This is an optimization exercise on Yosys and OpenROAD, whose aim is small area, a short achievable clock period and few clock cycles, not a production implementation. Only simulation tests tie the RTL to the original design; equivalence was not proved. Power and IR drop assume default switching activity.

==> flow/design.v <==
module huffman(clk, reset, gray_valid, gray_data, CNT_valid, CNT1, CNT2, CNT3, CNT4, CNT5, CNT6,
    code_valid, HC1, HC2, HC3, HC4, HC5, HC6, M1, M2, M3, M4, M5, M6);
input clk;
input reset;
input gray_valid;
input [7:0] gray_data;
output CNT_valid;
output [7:0] CNT1, CNT2, CNT3, CNT4, CNT5, CNT6;
output code_valid;
output [7:0] HC1, HC2, HC3, HC4, HC5, HC6;
output [7:0] M1, M2, M3, M4, M5, M6;
function lt7(input [6:0] a, input [6:0] b, input le);
  reg [6:0] l, e;
  reg l10, e10, l32, e32, l54, e54, l30, e30, l60, e60;
  begin
    l = ~a & b;
    e = ~(a ^ b);
    l10 = l[1] | (e[1] & l[0]);   e10 = e[1] & e[0];
    l32 = l[3] | (e[3] & l[2]);   e32 = e[3] & e[2];
    l54 = l[5] | (e[5] & l[4]);   e54 = e[5] & e[4];
    l30 = l32 | (e32 & l10);      e30 = e32 & e10;
    l60 = l[6] | (e[6] & l54);    e60 = e[6] & e54;
    lt7 = l60 | (e60 & (l30 | (e30 & le)));
  end
endfunction
function [6:0] add7(input [6:0] a, input [6:0] b);
  reg [6:0] g, p, c;
  reg [6:0] g1, p1, g2, p2;
  integer j;
  begin
    g = a & b;
    p = a ^ b;
    g1 = g; p1 = p;
    for (j = 1; j < 7; j = j + 1) begin g1[j] = g[j] | (p[j] & g[j-1]); p1[j] = p[j] & p[j-1]; end
    g2 = g1; p2 = p1;
    for (j = 2; j < 7; j = j + 1) begin g2[j] = g1[j] | (p1[j] & g1[j-2]); p2[j] = p1[j] & p1[j-2]; end
    c = g2;
    for (j = 4; j < 7; j = j + 1) c[j] = g2[j] | (p2[j] & g2[j-4]);
    add7 = p ^ {c[5:0], 1'b0};
  end
endfunction
reg [3:0] t;     
reg pv;          
reg cv, hv;      
reg [6:0] S;     
wire t0 = (t == 4'd0);
wire t1 = (t == 4'd1);
wire t2 = (t == 4'd2);
wire t3 = (t == 4'd3);
wire t4 = (t == 4'd4);
wire rnk = t0 | t1 | t2 | t3 | t4;
wire start = t0 & pv & ~gray_valid;
wire comb = (t == 4'd5) | (t == 4'd6) | (t == 4'd7) | (t == 4'd8) | (t == 4'd9);
wire [5:0] self = {1'b0, t4, t3, t2, t1, t0};
wire [5:0] le = {rnk, rnk, t0 | t1 | t2 | t3, t0 | t1 | t2, t0 | t1, t0};
reg [6:0] w [0:5];
reg [2:0] dq [0:5];   
wire [2:0] d [0:5];
reg [3:0] mk [0:5];   
reg [3:0] c [0:5];    
wire [5:0] lt;
wire [5:0] kp, kq;
wire [6:0] X = S;
reg [6:0] bc;
always @*
  case (t[1:0])
    2'd0: bc = w[1];
    2'd1: bc = w[2];
    2'd2: bc = w[3];
    default: bc = w[4];
  endcase
reg [6:0] w0n;    
genvar gi;
generate for (gi = 0; gi < 6; gi = gi + 1) begin : sym
  assign d[gi] = dq[gi] ^ 3'b001;
  assign lt[gi] = lt7(w[gi], X, le[gi]);
  assign kp[gi] = (d[gi] == 3'd2);
  assign kq[gi] = (d[gi] == 3'd3);
end endgenerate
reg [6:0] P, Q;
reg [5:2] h;     
integer i;
always @* begin
  P = 7'd0;
  Q = 7'd0;
  h = 4'd0;
  for (i = 0; i < 6; i = i + 1) begin
    P = P | (w[i] & {7{kp[i]}});
    Q = Q | (w[i] & {7{kq[i]}});
    if (d[i] == 3'd2 && lt[i]) h[2] = 1'b1;
    if (d[i] == 3'd3 && lt[i]) h[3] = 1'b1;
    if (d[i] == 3'd4 && lt[i]) h[4] = 1'b1;
    if (d[i] == 3'd5 && lt[i]) h[5] = 1'b1;
  end
end
wire [2:0] m = {h[5], h[3] & ~h[5], (h[2] & ~h[3]) | (h[4] & ~h[5])};
wire [6:0] PQ = add7(P, Q);
wire [6:0] PS = add7(P, S);
always @(posedge clk) begin
  if (rnk)
    S <= (t0 & gray_valid) ? w0n : t4 ? 7'h7f : bc;
  else
    S <= (PQ & {7{h[3]}}) | (PS & {7{~h[3]}});
  if (reset) begin
    t <= 4'd0;
    pv <= 1'b0;
    cv <= 1'b0;
    hv <= 1'b0;
  end else begin
    pv <= gray_valid;
    cv <= start;
    hv <= (t == 4'd9);
    if (t0)
      t <= {3'b000, start};
    else if (t != 4'd11)
      t <= t + 4'd1;
  end
end
always @* begin
  w0n = w[0];
  if (gray_data == 8'd1)
    w0n = w[0] + 7'd1;
end
generate for (gi = 0; gi < 6; gi = gi + 1) begin : upd
  wire member = (d[gi][2:1] == 2'b00);
  wire inc = (gi < 5 && self[gi]) ? lt[5] : ~lt[gi];
  wire [3:0] at = {mk[gi][2:0], 1'b1} & ~mk[gi];
  always @(posedge clk) begin
    if (reset) begin
      w[gi] <= 7'd0;
      mk[gi] <= 4'd0;
      c[gi] <= 4'd0;
    end else begin
      if (t0 && gray_valid && gray_data == gi + 1)
        w[gi] <= w[gi] + 7'd1;
      if (comb && member) begin
        w[gi] <= S;
        mk[gi] <= {mk[gi][2:0], 1'b1};
        c[gi] <= c[gi] | (at & {4{~d[gi][0]}});
      end
    end
    if (rnk)
      dq[gi] <= ((t0 ? 3'd2 : d[gi]) + {2'b00, inc}) ^ 3'b001;
    else
      dq[gi] <= (member ? m : d[gi] + {2'b11, ~lt[gi]}) ^ 3'b001;
  end
end endgenerate
wire [7:0] hc [0:5];
wire [7:0] mo [0:5];
generate for (gi = 0; gi < 6; gi = gi + 1) begin : outs
  assign mo[gi] = {3'b000, mk[gi], 1'b1};
  assign hc[gi] = {3'b000, {1'b0, c[gi]} | ({mk[gi], 1'b1} & ~{1'b0, mk[gi]} & {5{dq[gi][0]}})};
end endgenerate
assign CNT_valid = cv;
assign code_valid = hv;
assign CNT1 = {1'b0, w[0]};
assign CNT2 = {1'b0, w[1]};
assign CNT3 = {1'b0, w[2]};
assign CNT4 = {1'b0, w[3]};
assign CNT5 = {1'b0, w[4]};
assign CNT6 = {1'b0, w[5]};
assign HC1 = hc[0];
assign HC2 = hc[1];
assign HC3 = hc[2];
assign HC4 = hc[3];
assign HC5 = hc[4];
assign HC6 = hc[5];
assign M1 = mo[0];
assign M2 = mo[1];
assign M3 = mo[2];
assign M4 = mo[3];
assign M5 = mo[4];
assign M6 = mo[5];
endmodule
clock: 6.2 ns
lec_check: 0
cap_margin: 20
core_margin: 2
core_utilization: 45
setup_slack_margin: 3.6
slew_margin: 20
standard.sh (not shown) runs the stock make flow with config.mk's settings and CLKGATE_MAP_FILE= SYNTH_SCRIPT=/design/flow/synth_recipe.tcl, a recipe that flattens the netlist after the stock synthesis.
==> flow/flow/run.sh <==
#!/bin/bash
# The standard layout (standard.sh) with these changes:
#  - synthesis: ADDER_MAP_FILE is empty, so ORFS does not extract full/half
#    adder cells and abc maps the arithmetic like the rest of the logic; abc
#    runs flow/abc.script (area-oriented mapping; the layout's repair steps
#    size the gates) instead of ORFS's script. Registers are mapped by the
#    same dfflibmap step as in the standard synthesis.
#  - every port still gets a buffer, but a buf_1 instead of the delay cell
#    buffer_ports picks by default, and repair may resize cells across
#    footprints (MATCH_CELL_FOOTPRINT=0).
set -euo pipefail
here=$(pwd)
export ADDER_MAP_FILE=
export MY_ABC_SCRIPT=$here/flow/abc.script
sed -e "s#SYNTH_SCRIPT=[^ ]*#SYNTH_SCRIPT=$here/flow/synth.tcl#" \
    -e 's#"${@:-finish}"#MATCH_CELL_FOOTPRINT=0 "BUFFER_PORTS_ARGS=-buffer_cell sky130_fd_sc_hd__buf_1" "${@:-finish}"#' \
    standard.sh > my_standard.sh
bash my_standard.sh > standard.log 2>&1
==> flow/flow/abc.script <==
strash
dch -f
map -D 1500
topo
stime -c
buffer -c
upsize -c -D 1500
dnsize -c -D 1500
==> flow/flow/synth.tcl <==
# The standard flow's synthesis script (synth_recipe.tcl), with abc given our own script
# (abc.script beside this file) in place of ORFS's abc_speed/abc_area script.
proc synth {args} { yosys synth -nofsm -noshare {*}$args }
proc abc {args} {
  set i [lsearch -exact $args -script]
  if { $i >= 0 } { lset args [expr {$i + 1}] $::env(MY_ABC_SCRIPT) }
  yosys abc {*}$args
}
source $::env(SCRIPTS_DIR)/synth.tcl
# left out here: clear keep_hierarchy, flatten, clean up, hide names made inside functions, write 1_2_yosys.v
Testbench counts at the start, summed over its fixed seeds: cycles 7,104.
==> next run, changes <==
--- a/flow/design.v
+++ b/flow/design.v
@@ -52,12 +52,11 @@
 wire start = t0 & pv & ~gray_valid;
 wire comb = (t == 4'd5) | (t == 4'd6) | (t == 4'd7) | (t == 4'd8) | (t == 4'd9);
 wire [5:0] self = {1'b0, t4, t3, t2, t1, t0};
 wire [5:0] le = {rnk, rnk, t0 | t1 | t2 | t3, t0 | t1 | t2, t0 | t1, t0};
 reg [6:0] w [0:5];
-reg [2:0] dq [0:5];   
-wire [2:0] d [0:5];
+reg [2:0] d [0:5];
 reg [3:0] mk [0:5];   
 reg [3:0] c [0:5];    
 wire [5:0] lt;
 wire [5:0] kp, kq;
 wire [6:0] X = S;
@@ -70,11 +69,10 @@
     default: bc = w[4];
   endcase
 reg [6:0] w0n;    
 genvar gi;
 generate for (gi = 0; gi < 6; gi = gi + 1) begin : sym
-  assign d[gi] = dq[gi] ^ 3'b001;
   assign lt[gi] = lt7(w[gi], X, le[gi]);
   assign kp[gi] = (d[gi] == 3'd2);
   assign kq[gi] = (d[gi] == 3'd3);
 end endgenerate
 reg [6:0] P, Q;
@@ -138,20 +136,20 @@
         mk[gi] <= {mk[gi][2:0], 1'b1};
         c[gi] <= c[gi] | (at & {4{~d[gi][0]}});
       end
     end
     if (rnk)
-      dq[gi] <= ((t0 ? 3'd2 : d[gi]) + {2'b00, inc}) ^ 3'b001;
+      d[gi] <= (t0 ? 3'd2 : d[gi]) + {2'b00, inc};
     else
-      dq[gi] <= (member ? m : d[gi] + {2'b11, ~lt[gi]}) ^ 3'b001;
+      d[gi] <= member ? m : d[gi] + {2'b11, ~lt[gi]};
   end
 end endgenerate
 wire [7:0] hc [0:5];
 wire [7:0] mo [0:5];
 generate for (gi = 0; gi < 6; gi = gi + 1) begin : outs
   assign mo[gi] = {3'b000, mk[gi], 1'b1};
-  assign hc[gi] = {3'b000, {1'b0, c[gi]} | ({mk[gi], 1'b1} & ~{1'b0, mk[gi]} & {5{dq[gi][0]}})};
+  assign hc[gi] = {3'b000, {1'b0, c[gi]} | ({mk[gi], 1'b1} & ~{1'b0, mk[gi]} & {5{~d[gi][0]}})};
 end endgenerate
 assign CNT_valid = cv;
 assign code_valid = hv;
 assign CNT1 = {1'b0, w[0]};
 assign CNT2 = {1'b0, w[1]};
Effect: Sequential power came out lower by 10%. Cell area goes down by 0.35%. Routed wire length is higher by 0.68%. First-iteration DRC count came out lower by 16%. Critical path depth is lower by 9. Global-route usage rises by 0.14 points. Worst hold slack loses 0.0045 ns. Flip-flop and latch count is unchanged. Non-clock buffer count falls by 18. Die area shrinks by 1.3%.
Testbench counts after the change, summed over its fixed seeds: cycles 7,104.

[what the ideal ports hide]
The flow's constraints put no driver on any port. The routed layouts listed below were extracted and timed again, unchanged, in two steps.
Step 1, drivers: a clkbuf_16 drives clk and a buf_2 each remaining input, both assumed.
Step 2 moves the port delays by t, midway between the first and last clock arrival at a register: inputs arrive t later, outputs are due t later. That takes back most of the time a late clock gives input paths.
a / b / c = ideal / step 1 / step 2; a / b = the first two.
run	shift t [ns]	slack for setup (ns)	slew at the worst register clock pin (ns)
the first run	0.476	3.625 / 3.607 / 3.235	0.07 / 0.07
the second run	0.475	3.578 / 3.535 / 3.232	0.07 / 0.07
After both steps setup and hold are still met in every run listed. The setup slack of the first run, which loses most, moves by -0.018 ns with the drivers and by -0.390 ns with both steps.
